Background: an optimization exercise with open tools, aiming at small area, a short achievable clock period and few clock cycles. Do not read the settings as production practice. In this exercise RTL edits were held to simulation tests only and were not proved equivalent to the original. No activity file was given, so power comes from the tool's default toggle rates.

<file path="flow/design.v">
module mul8rows(input [7:0] a, input [7:0] b, output [15:0] ra, output [15:0] rb);
wire [63:0] pp;
assign pp[0] = a[0] & b[0];
assign pp[1] = a[1] & b[0];
assign pp[2] = a[2] & b[0];
assign pp[3] = a[3] & b[0];
assign pp[4] = a[4] & b[0];
assign pp[5] = a[5] & b[0];
assign pp[6] = a[6] & b[0];
assign pp[7] = a[7] & b[0];
assign pp[8] = a[0] & b[1];
assign pp[9] = a[1] & b[1];
assign pp[10] = a[2] & b[1];
assign pp[11] = a[3] & b[1];
assign pp[12] = a[4] & b[1];
assign pp[13] = a[5] & b[1];
assign pp[14] = a[6] & b[1];
assign pp[15] = a[7] & b[1];
assign pp[16] = a[0] & b[2];
assign pp[17] = a[1] & b[2];
assign pp[18] = a[2] & b[2];
assign pp[19] = a[3] & b[2];
assign pp[20] = a[4] & b[2];
assign pp[21] = a[5] & b[2];
assign pp[22] = a[6] & b[2];
assign pp[23] = a[7] & b[2];
assign pp[24] = a[0] & b[3];
assign pp[25] = a[1] & b[3];
assign pp[26] = a[2] & b[3];
assign pp[27] = a[3] & b[3];
assign pp[28] = a[4] & b[3];
assign pp[29] = a[5] & b[3];
assign pp[30] = a[6] & b[3];
assign pp[31] = a[7] & b[3];
assign pp[32] = a[0] & b[4];
assign pp[33] = a[1] & b[4];
assign pp[34] = a[2] & b[4];
assign pp[35] = a[3] & b[4];
assign pp[36] = a[4] & b[4];
assign pp[37] = a[5] & b[4];
assign pp[38] = a[6] & b[4];
assign pp[39] = a[7] & b[4];
assign pp[40] = a[0] & b[5];
assign pp[41] = a[1] & b[5];
assign pp[42] = a[2] & b[5];
assign pp[43] = a[3] & b[5];
assign pp[44] = a[4] & b[5];
assign pp[45] = a[5] & b[5];
assign pp[46] = a[6] & b[5];
assign pp[47] = a[7] & b[5];
assign pp[48] = a[0] & b[6];
assign pp[49] = a[1] & b[6];
assign pp[50] = a[2] & b[6];
assign pp[51] = a[3] & b[6];
assign pp[52] = a[4] & b[6];
assign pp[53] = a[5] & b[6];
assign pp[54] = a[6] & b[6];
assign pp[55] = a[7] & b[6];
assign pp[56] = a[0] & b[7];
assign pp[57] = a[1] & b[7];
assign pp[58] = a[2] & b[7];
assign pp[59] = a[3] & b[7];
assign pp[60] = a[4] & b[7];
assign pp[61] = a[5] & b[7];
assign pp[62] = a[6] & b[7];
assign pp[63] = a[7] & b[7];
wire t1;
wire t2;
assign t1 = pp[48] ^ pp[41];
assign t2 = pp[48] & pp[41];
wire t3;
wire t4;
assign t3 = pp[56] ^ pp[49] ^ pp[42];
assign t4 = (pp[56] & pp[49]) | (pp[56] & pp[42]) | (pp[49] & pp[42]);
wire t5;
wire t6;
assign t5 = pp[35] ^ pp[28];
assign t6 = pp[35] & pp[28];
wire t7;
wire t8;
assign t7 = pp[57] ^ pp[50] ^ pp[43];
assign t8 = (pp[57] & pp[50]) | (pp[57] & pp[43]) | (pp[50] & pp[43]);
wire t9;
wire t10;
assign t9 = pp[36] ^ pp[29];
assign t10 = pp[36] & pp[29];
wire t11;
wire t12;
assign t11 = pp[58] ^ pp[51] ^ pp[44];
assign t12 = (pp[58] & pp[51]) | (pp[58] & pp[44]) | (pp[51] & pp[44]);
wire t13;
wire t14;
assign t13 = pp[32] ^ pp[25];
assign t14 = pp[32] & pp[25];
wire t15;
wire t16;
assign t15 = pp[40] ^ pp[33] ^ pp[26];
assign t16 = (pp[40] & pp[33]) | (pp[40] & pp[26]) | (pp[33] & pp[26]);
wire t17;
wire t18;
assign t17 = pp[19] ^ pp[12];
assign t18 = pp[19] & pp[12];
wire t19;
wire t20;
assign t19 = pp[34] ^ pp[27] ^ pp[20];
assign t20 = (pp[34] & pp[27]) | (pp[34] & pp[20]) | (pp[27] & pp[20]);
wire t21;
wire t22;
assign t21 = pp[13] ^ pp[6] ^ t1;
assign t22 = (pp[13] & pp[6]) | (pp[13] & t1) | (pp[6] & t1);
wire t23;
wire t24;
assign t23 = pp[21] ^ pp[14] ^ pp[7];
assign t24 = (pp[21] & pp[14]) | (pp[21] & pp[7]) | (pp[14] & pp[7]);
wire t25;
wire t26;
assign t25 = t5 ^ t3 ^ t2;
assign t26 = (t5 & t3) | (t5 & t2) | (t3 & t2);
wire t27;
wire t28;
assign t27 = pp[22] ^ pp[15] ^ t9;
assign t28 = (pp[22] & pp[15]) | (pp[22] & t9) | (pp[15] & t9);
wire t29;
wire t30;
assign t29 = t7 ^ t6 ^ t4;
assign t30 = (t7 & t6) | (t7 & t4) | (t6 & t4);
wire t31;
wire t32;
assign t31 = pp[37] ^ pp[30] ^ pp[23];
assign t32 = (pp[37] & pp[30]) | (pp[37] & pp[23]) | (pp[30] & pp[23]);
wire t33;
wire t34;
assign t33 = t11 ^ t10 ^ t8;
assign t34 = (t11 & t10) | (t11 & t8) | (t10 & t8);
wire t35;
wire t36;
assign t35 = pp[59] ^ pp[52] ^ pp[45];
assign t36 = (pp[59] & pp[52]) | (pp[59] & pp[45]) | (pp[52] & pp[45]);
wire t37;
wire t38;
assign t37 = pp[38] ^ pp[31] ^ t12;
assign t38 = (pp[38] & pp[31]) | (pp[38] & t12) | (pp[31] & t12);
wire t39;
wire t40;
assign t39 = pp[60] ^ pp[53] ^ pp[46];
assign t40 = (pp[60] & pp[53]) | (pp[60] & pp[46]) | (pp[53] & pp[46]);
wire t41;
wire t42;
assign t41 = pp[24] ^ pp[17];
assign t42 = pp[24] & pp[17];
wire t43;
wire t44;
assign t43 = pp[18] ^ pp[11] ^ pp[4];
assign t44 = (pp[18] & pp[11]) | (pp[18] & pp[4]) | (pp[11] & pp[4]);
wire t45;
wire t46;
assign t45 = pp[5] ^ t17 ^ t15;
assign t46 = (pp[5] & t17) | (pp[5] & t15) | (t17 & t15);
wire t47;
wire t48;
assign t47 = t21 ^ t19 ^ t18;
assign t48 = (t21 & t19) | (t21 & t18) | (t19 & t18);
wire t49;
wire t50;
assign t49 = t25 ^ t23 ^ t22;
assign t50 = (t25 & t23) | (t25 & t22) | (t23 & t22);
wire t51;
wire t52;
assign t51 = t29 ^ t27 ^ t26;
assign t52 = (t29 & t27) | (t29 & t26) | (t27 & t26);
wire t53;
wire t54;
assign t53 = t33 ^ t31 ^ t30;
assign t54 = (t33 & t31) | (t33 & t30) | (t31 & t30);
wire t55;
wire t56;
assign t55 = t37 ^ t35 ^ t34;
assign t56 = (t37 & t35) | (t37 & t34) | (t35 & t34);
wire t57;
wire t58;
assign t57 = pp[39] ^ t39 ^ t38;
assign t58 = (pp[39] & t39) | (pp[39] & t38) | (t39 & t38);
wire t59;
wire t60;
assign t59 = pp[61] ^ pp[54] ^ pp[47];
assign t60 = (pp[61] & pp[54]) | (pp[61] & pp[47]) | (pp[54] & pp[47]);
wire t61;
wire t62;
assign t61 = pp[16] ^ pp[9];
assign t62 = pp[16] & pp[9];
wire t63;
wire t64;
assign t63 = pp[10] ^ pp[3] ^ t41;
assign t64 = (pp[10] & pp[3]) | (pp[10] & t41) | (pp[3] & t41);
wire t65;
wire t66;
assign t65 = t13 ^ t43 ^ t42;
assign t66 = (t13 & t43) | (t13 & t42) | (t43 & t42);
wire t67;
wire t68;
assign t67 = t14 ^ t45 ^ t44;
assign t68 = (t14 & t45) | (t14 & t44) | (t45 & t44);
wire t69;
wire t70;
assign t69 = t16 ^ t47 ^ t46;
assign t70 = (t16 & t47) | (t16 & t46) | (t47 & t46);
wire t71;
wire t72;
assign t71 = t20 ^ t49 ^ t48;
assign t72 = (t20 & t49) | (t20 & t48) | (t49 & t48);
wire t73;
wire t74;
assign t73 = t24 ^ t51 ^ t50;
assign t74 = (t24 & t51) | (t24 & t50) | (t51 & t50);
wire t75;
wire t76;
assign t75 = t28 ^ t53 ^ t52;
assign t76 = (t28 & t53) | (t28 & t52) | (t53 & t52);
wire t77;
wire t78;
assign t77 = t32 ^ t55 ^ t54;
assign t78 = (t32 & t55) | (t32 & t54) | (t55 & t54);
wire t79;
wire t80;
assign t79 = t36 ^ t57 ^ t56;
assign t80 = (t36 & t57) | (t36 & t56) | (t57 & t56);
wire t81;
wire t82;
assign t81 = t40 ^ t59 ^ t58;
assign t82 = (t40 & t59) | (t40 & t58) | (t59 & t58);
wire t83;
wire t84;
assign t83 = pp[62] ^ pp[55] ^ t60;
assign t84 = (pp[62] & pp[55]) | (pp[62] & t60) | (pp[55] & t60);
assign ra = {1'b0, t84, t82, t80, t78, t76, t74, t72, t70, t68, t66, t64, t62, t61, pp[1], pp[0]};
assign rb = {1'b0, pp[63], t83, t81, t79, t77, t75, t73, t71, t69, t67, t65, t63, pp[2], pp[8], 1'b0};
endmodule
module Top(CLK, SLOW_CLOCK_STRB, ARST_L, SYS_OUT, OUT_VALID, MEM_ADDR, MEM_WDATA, MEM_WE, MEM_RDATA);
input CLK, SLOW_CLOCK_STRB, ARST_L;
output reg [15:0] SYS_OUT;
output reg OUT_VALID;
output [7:0] MEM_ADDR;
output [15:0] MEM_WDATA;
output MEM_WE;
input [15:0] MEM_RDATA;
wire en = SLOW_CLOCK_STRB;
reg [15:0] r0, r1, r2, r3;
reg [3:0] flags;           
reg [7:0] pcd;             
reg dv;                    
reg [15:0] ir;             
reg iv;                    
reg ldp;                   
reg [1:0] ldx;             
reg rf;                    
reg mc;                    
wire [3:0] op = ir[15:12];
wire [1:0] fx = ir[11:10];
wire [1:0] fy = ir[9:8];
wire [1:0] fd = ir[7:6];
wire [7:0] imm = ir[7:0];
wire ex = iv & ~ldp;
wire is_ldr = (op == 4'h0);
wire is_str = (op == 4'h1);
wire is_mov = (op == 4'h2) & (fx == 2'b00);
wire is_alu = (op >= 4'h4) & (op <= 4'h9);
wire is_br  = (op == 4'hE);
wire is_out = (op == 4'hF);
reg [15:0] a, b;
always @(*) begin
    case (fx)
        2'd0: a = r0;
        2'd1: a = r1;
        2'd2: a = r2;
        default: a = r3;
    endcase
    case (fy)
        2'd0: b = r0;
        2'd1: b = r1;
        2'd2: b = r2;
        default: b = r3;
    endcase
end
wire fN = flags[3], fZ = flags[2], fC = flags[1], fV = flags[0];
reg cond;
always @(*) begin
    case (ir[11:8])
        4'h0: cond = 1'b1;
        4'h1: cond = fZ;
        4'h2: cond = ~fZ;
        4'h3: cond = fC;
        4'h4: cond = ~fC;
        4'h5: cond = fN;
        4'h6: cond = ~fN;
        4'h7: cond = fV;
        4'h8: cond = ~fV;
        4'h9: cond = ~fZ & fC;
        4'hA: cond = fZ | fC;
        4'hB: cond = (fN == fV);
        4'hC: cond = (fN != fV);
        4'hD: cond = (fN == fV) & ~fZ;
        4'hE: cond = (fN != fV) & fZ;
        default: cond = 1'b0;
    endcase
end
wire taken = ex & is_br & cond;
wire memop = ex & (is_ldr | is_str);
wire sub = (op == 4'h5);
wire [15:0] bx = b ^ {16{sub}};
wire [16:0] sum = {1'b0, a} + {1'b0, bx} + {16'b0, sub};
wire zsum = &((a ^ bx) ~^ {a[14:0] | bx[14:0], sub});
wire big = |b[15:4];
wire lsl = (op == 4'h6);
reg [15:0] a_rev, shl;
integer i;
always @(*) for (i = 0; i < 16; i = i + 1) a_rev[i] = a[15 - i];
wire [15:0] sh_in = lsl ? a_rev : a;
wire [15:0] shr = big ? 16'h0000 : (sh_in >> b[3:0]);
always @(*) for (i = 0; i < 16; i = i + 1) shl[i] = shr[15 - i];
wire [15:0] pra, prb;
mul8rows mul(.a(a[7:0]), .b(b[7:0]), .ra(pra), .rb(prb));
wire mulop = (op == 4'h9);
wire cmp_op = lsl | mulop;
wire [8:0] plo = {1'b0, pra[7:0]} + {1'b0, prb[7:0]};
reg [7:0] plo_q;
reg pc8_q;
reg [14:8] pha_q, phb_q;
always @(posedge CLK) begin
    plo_q <= plo[7:0];
    pc8_q <= plo[8];
    pha_q <= pra[14:8];
    phb_q <= prb[14:8];
end
wire [7:0] phi = {1'b0, pha_q} + {1'b0, phb_q} + {7'b0, pc8_q};
wire [15:0] t2 = {phi, plo_q};
wire mc_stall = ex & mulop & ~mc;     
wire [15:0] cres = lsl ? shl : t2;
wire addsub = (op == 4'h4) | sub;
reg [15:0] res;
always @(*) begin
    if (is_mov) res = {8'h00, imm};
    else if (addsub) res = sum[15:0];
    else if (cmp_op) res = cres;
    else res = shr;
end
wire z_flag = addsub ? zsum : cmp_op ? ~|cres : ~|shr;
wire c_flag = (op == 4'h4) ? sum[16] : cmp_op ? ((cres < a) | (cres < b)) : 1'b0;
wire v_flag = ((op == 4'h4) | cmp_op) ? (a[15] ^ b[15] ^ res[15]) : 1'b0;
wire [3:0] new_flags = {res[15], z_flag, c_flag, v_flag};
wire [15:0] wval = res;
wire [1:0] wsel = is_mov ? fy : fd;
wire done = ex & ~mc_stall;
wire wr_ex = done & (is_alu | is_mov);
wire hold = rf | mc_stall;
wire [7:0] pcd1 = pcd + 8'd1;
wire [7:0] fetch_addr = hold ? pcd : pcd1;
assign MEM_ADDR = taken ? imm : memop ? b[7:0] : fetch_addr;
assign MEM_WE = ex & is_str;
assign MEM_WDATA = a;
wire str_hit = ex & is_str & dv & (b[7:0] == pcd);
always @(posedge CLK, negedge ARST_L) begin
    if (!ARST_L) begin
        r0 <= 16'h0; r1 <= 16'h0; r2 <= 16'h0; r3 <= 16'h0;
    end else if (en) begin
        if ((wr_ex && wsel == 2'd0) || (ldp && ldx == 2'd0)) r0 <= ldp ? MEM_RDATA : wval;
        if ((wr_ex && wsel == 2'd1) || (ldp && ldx == 2'd1)) r1 <= ldp ? MEM_RDATA : wval;
        if ((wr_ex && wsel == 2'd2) || (ldp && ldx == 2'd2)) r2 <= ldp ? MEM_RDATA : wval;
        if ((wr_ex && wsel == 2'd3) || (ldp && ldx == 2'd3)) r3 <= ldp ? MEM_RDATA : wval;
    end
end
always @(posedge CLK, negedge ARST_L) begin
    if (!ARST_L) begin
        flags <= 4'h0;
        pcd <= 8'hFF;
        dv <= 1'b0;
        iv <= 1'b0;
        ldp <= 1'b0;
        rf <= 1'b0;
        mc <= 1'b0;
        SYS_OUT <= 16'h0;
    end else if (en) begin
        if (done & is_alu) flags <= new_flags;
        if (!memop) pcd <= MEM_ADDR;
        if (!mc_stall) dv <= ~memop;
        if (!iv || done) iv <= dv & ~taken & ~str_hit;
        mc <= mc_stall;
        ldp <= ex & is_ldr;
        rf <= str_hit;
        if (ex & is_out) SYS_OUT <= (fx == 2'b00) ? b : 16'h0000;
    end
end
always @(posedge CLK) begin
    if (en) begin
        if (!iv || done) ir <= MEM_RDATA;
        if (ex) ldx <= fx;
    end
end
always @(posedge CLK, negedge ARST_L) begin
    if (!ARST_L)
        OUT_VALID <= 1'b0;
    else
        OUT_VALID <= ex & is_out & en;
end
endmodule
</file>
<file path="flow/run.sh">
#!/bin/bash
# synth_recipe.tcl (not shown) runs the flow's synth.tcl, then flattens the netlist and writes it again
# the make line also repeats each setting of config.mk as NAME=value (left out here)
make -C /OpenROAD-flow-scripts/flow DESIGN_CONFIG=/design/flow/config.mk WORK_HOME=/design/flow/orfs CLKGATE_MAP_FILE= SYNTH_SCRIPT=/design/flow/synth_recipe.tcl finish
</file>
<file path="flow/config.mk">
export PLATFORM = sky130hd
export DESIGN_NAME = Top
export DESIGN_NICKNAME = Top
export VERILOG_FILES = /design/flow/design.v
export SDC_FILE = /design/flow/constraint.sdc
export NUM_CORES = 4
export LEC_CHECK = 0
export CAP_MARGIN = 5
export CORE_MARGIN = 2
export CORE_UTILIZATION = 40
export CTS_BUF_LIST = sky130_fd_sc_hd__clkbuf_8
export SETUP_SLACK_MARGIN = 5
export SLEW_MARGIN = 5
export TNS_END_PERCENT = 60
</file>
<file path="flow/constraint.sdc">
create_clock -name core_clock -period 10.0 [get_ports {CLK}]
set_input_delay 2.0000 -clock core_clock [delete_from_list [all_inputs] [get_ports {CLK}]]
set_output_delay 2.0000 -clock core_clock [all_outputs]
set_load 0.01 [all_outputs]
</file>
==> results.py <==
metrics = {
    "status": {
        "status": "complete, no violations",
    },
    "synth": {
        "syn_nets": 1436,
        "yosysUniqueCellTypes": 75,
        "synth-seq-cells": 139,
        "synthArstFlopShare": 0.705,
        "synth_edf_count": 18,
        "synth_area_leaders": "dfrtp_1, ha_1, fa_1",
        "yosysSeqAreaShare": 0.296,
        "ys_warn_count": 1,
        "yosys.area.top_type": "dfrtp_1",
        "netlist_area_um2": 11700,
        "synth_top_area_share": 0.192,
        "synthTopCellsByCount": "nand2_1, inv_1, dfrtp_1, nor2_1, o21ai_0",
        "synth.avg_cell_area_um2": 9.03,
        "synth.most_common_cell": "nand2_1",
        "synthCells": 1297,
        "synth_top_flop_cell": "dfrtp_1",
    },
    "critical_path": {
        "arrival_ns": 3.02,
        "rrSetupSlack_ns": 5.14,
        "worstSetupPathType": "flip-flop to output port",
        "end_kind": "output port",
        "r2r_cells": 19,
        "r2r-start": "ir[8]",
        "crit_required_ns": 8.00,
        "critPathLaunchType": "flip-flop",
        "worst_r2r_endpoint": "flags[1]",
        "path_max_fanout": 26,
    },
    "sta": {
        "finClkSkew_ns": 0.0254,
        "setup_violations": 0,
        "period_share": 0.502,
        "fmax_ghz": 0.199,
        "slew_headroom": 0.240,
        "drv_slew": 0,
        "tns_ns": 0,
        "grt_setup_unrepaired": "true",
        "tightestPinTransition_ns": 1.13,
        "min_period_ns": 5.02,
        "hold_violations": 0,
    },
    "grt": {
        "grt_pass1_wl_um": 59900,
        "overflow": 0,
        "grt_pass1_vias": 10113,
        "antenna_found_initial": 0,
        "grt_max_degree": 66,
        "grt_use_total": 0.257,
    },
    "route": {
        "drt_iter0_markers": 1004,
        "drc": 0,
        "drt-vias-per-instance": 5.98,
        "wire_per_inst_um": 23.2,
        "ant_nets": 0,
        "totalWireLength_um": 40000,
        "vias": 10296,
        "first_pass_iters": 5,
    },
    "pwr": {
        "p_clk_frac": 0.127,
        "comb_power_share": 0.644,
        "irDropWorstVdd_mv": 0.124,
        "swShare": 0.509,
        "cellPowerDensity_nw_per_um2": 296,
        "switchingPower_mw": 1.99,
        "p_seq_frac": 0.229,
        "power_mw": 3.91,
        "p_leak_nw": 5.71,
        "power.internal_mw": 1.92,
    },
    "floorplan": {
        "fp-row-count": 62,
        "io_pins": 61,
        "die-area_um2": 30700,
        "core_area_um2": 28800,
        "die_height_um": 175,
        "die_w_um": 175,
        "start_util": 0.407,
    },
    "layout": {
        "final_nets": 1464,
        "area_growth_pct": 13.0,
        "nFillCells": 2806,
        "fin_area_um2": 13200,
        "diodes": 0,
        "final_layout_size_suffix_gt1_frac": 0.119,
    },
    "placed_design": {
        "port-buffer-count": 60,
        "gp_congestion": 0.965,
        "dpl.hpwl_um": 28900,
        "place_area_um2": 12600,
    },
    "cts": {
        "clkTransAtPathRegs_ns": 0.11,
        "clk_latency_ns": 0.48,
        "hold_buffers": 0,
        "htreeDepth": 4,
        "cts_max_path_buffers": 2,
        "cts_tree": "yes",
        "clock_sinks": 139,
        "cts-buffers-inserted": 17,
        "cts_root_buffer": "clkbuf_8",
    },
    "worst_hold_path": {
        "hp-start": "r0[11]",
        "min_to": "r0[11]",
        "min_path_type": "flip-flop to flip-flop",
        "whs_path_depth": 2,
    },
    "flow_run": {
        "timing.max_cap.violations": 0,
    },
}
[cell families after synthesis]
| family | synth area share |
|---|---|
| AOI/OAI and AO/OA | 0.173 |
| buffers and inverters | 0.0631 |
| xor gates and xnor gates | 0.0523 |
| and+or+nand+nor | 0.146 |
| adders and majority gates | 0.153 |
| DFF | 0.296 |
| muxes | 0.117 |
[flip-flops by register name, indices dropped and copies added, names as in the netlist, 7 cells and up]
| register | count |
|---|---|
| r0 | 16 |
| r3 | 16 |
| plo_q | 8 |
| r1 | 16 |
| pha_q | 7 |
| r2 | 16 |
| pcd | 8 |
| ir | 16 |
| phb_q | 7 |
| SYS_OUT | 16 |
[cell usage in the layout, fill, tap and decap left out, types with 14 or more instances in the layout]
| master | instances |
|---|---|
| a21oi_1 | 60 |
| nand4_1 | 16 |
| nand2_1 | 164 |
| fa_1 | 39 |
| nand3_1 | 14 |
| edfxtp_1 | 18 |
| dfrtp_1 | 90 |
| o21ai_1 | 24 |
| xnor2_1 | 37 |
| ha_1 | 81 |
| inv_1 | 98 |
| nor2_1 | 88 |
| a22o_1 | 16 |
| a21o_1 | 19 |
| xor2_1 | 33 |
| clkbuf_8 | 17 |
| nor3_1 | 15 |
| o21ai_0 | 83 |
| mux2i_1 | 30 |
| clkdlybuf4s50_1 | 58 |
| dfxtp_1 | 23 |
| mux4_2 | 33 |
| buf_4 | 24 |
| mux2_2 | 27 |
[routing by layer]
layer / vias to the layer above / track usage / routed length [um]
li1: 4644 / - / -
met2: 526 / 0.404 / 18200
met3: 92 / 0.0453 / 3500
met5: - / 0 / 0
met1: 5034 / 0.353 / 16800
met4: 0 / 0.103 / 1460
[worst max-delay path by stage]
stage,start,end,slack (ns),depth (start not counted)
finish,ir[8],MEM_ADDR[1],4.98,10
CTS,ir[8],MEM_ADDR[0],4.98,6
floorplan,ir[10],pc8_q,5.37,17
detailed placement,ir[8],flags[1],4.31,16
global route,ir[8],flags[1],4.77,19
global placement,ir[8],flags[1],4.45,16
[cell type report]
cell class / instances / area (um2) / area share
Timing Repair Buffer: 88 / 835 / 0.0630
Timing Repair inverter: 1 / 5.00 / 0.000378
Multi-Input combinational cell: 975 / 7650 / 0.578
Clock buffer: 17 / 234 / 0.0177
Clock inverter: 15 / 179 / 0.0135
Inverter: 103 / 394 / 0.0298
Sequential cell: 139 / 3460 / 0.261
Tap cell: 384 / 480 / 0.0363
[power by group through the flow]
stage | Sequential, mW | Combinational, mW | Clock [mW]
after global placement | 0.894 | 2.36 | 0
after CTS | 0.882 | 2.44 | 0.504
after floorplan | 0.839 | 1.66 | 0
after detailed placement | 0.899 | 2.37 | 0
after global routing | 0.916 | 2.74 | 0.528
final | 0.897 | 2.52 | 0.498
[what timing repair did]
action                     4_1_cts  5_1_grt
cloned                           1        1
gates resized for setup         16        9
pin swaps                        1        0
setup endpoints to repair       44        8
setup buffers                   14        1
[worst max-delay path: stages (launching register included)]
cell and delay, ns:
edfxtp_1 0.41, buf_12 0.22, nor2_1 0.09, a22oi_1 0.16, a21oi_1 0.09, o221ai_1 0.19, nor2_1 0.06, nor3_1 0.21
buf_4 0.25, mux2_2 0.37, clkdlybuf4s50_1 0.48
[stage by stage]
stage | hold WS (ns) | cells | setup WS (ns) | util
2_1_floorplan | 0.424 | 1297 | 5.37 | -
3_5_place_dp | 0.493 | 1673 | 4.31 | 0.437
4_1_cts | 0.517 | 1720 | 4.98 | 0.458
6_report | 0.513 | 1722 | 4.98 | 0.460
3_3_place_gp | 0.476 | 1673 | 4.45 | 0.437
5_1_grt | 0.537 | 1722 | 4.77 | 0.460
Testbench counts, summed over its fixed seeds: cycles 60,994.

==> separate check: timing with driven ports <==
How much do the figures lean on ideal ports? The routed layout below was timed once more, with nothing changed but the port constraints.
Step 1, drivers: a clkbuf_16 drives CLK and a buf_2 each remaining input, both assumed.
Step 2 also shifts input and output timing later by t, the mid clock arrival at the registers, as if the neighbouring blocks saw the same clock.
a / b / c = no drivers / after step 1 / after step 2; a / b = the first two.
shift t [ns]: 0.509
slack for setup (ns): 4.975 / 4.932 / 4.862
latest minus earliest clock arrival (ns): 0.029 / 0.028
After both steps this run still meets setup and hold. For this run, drivers alone change the setup slack by -0.043 ns; drivers and shift together by -0.113 ns.
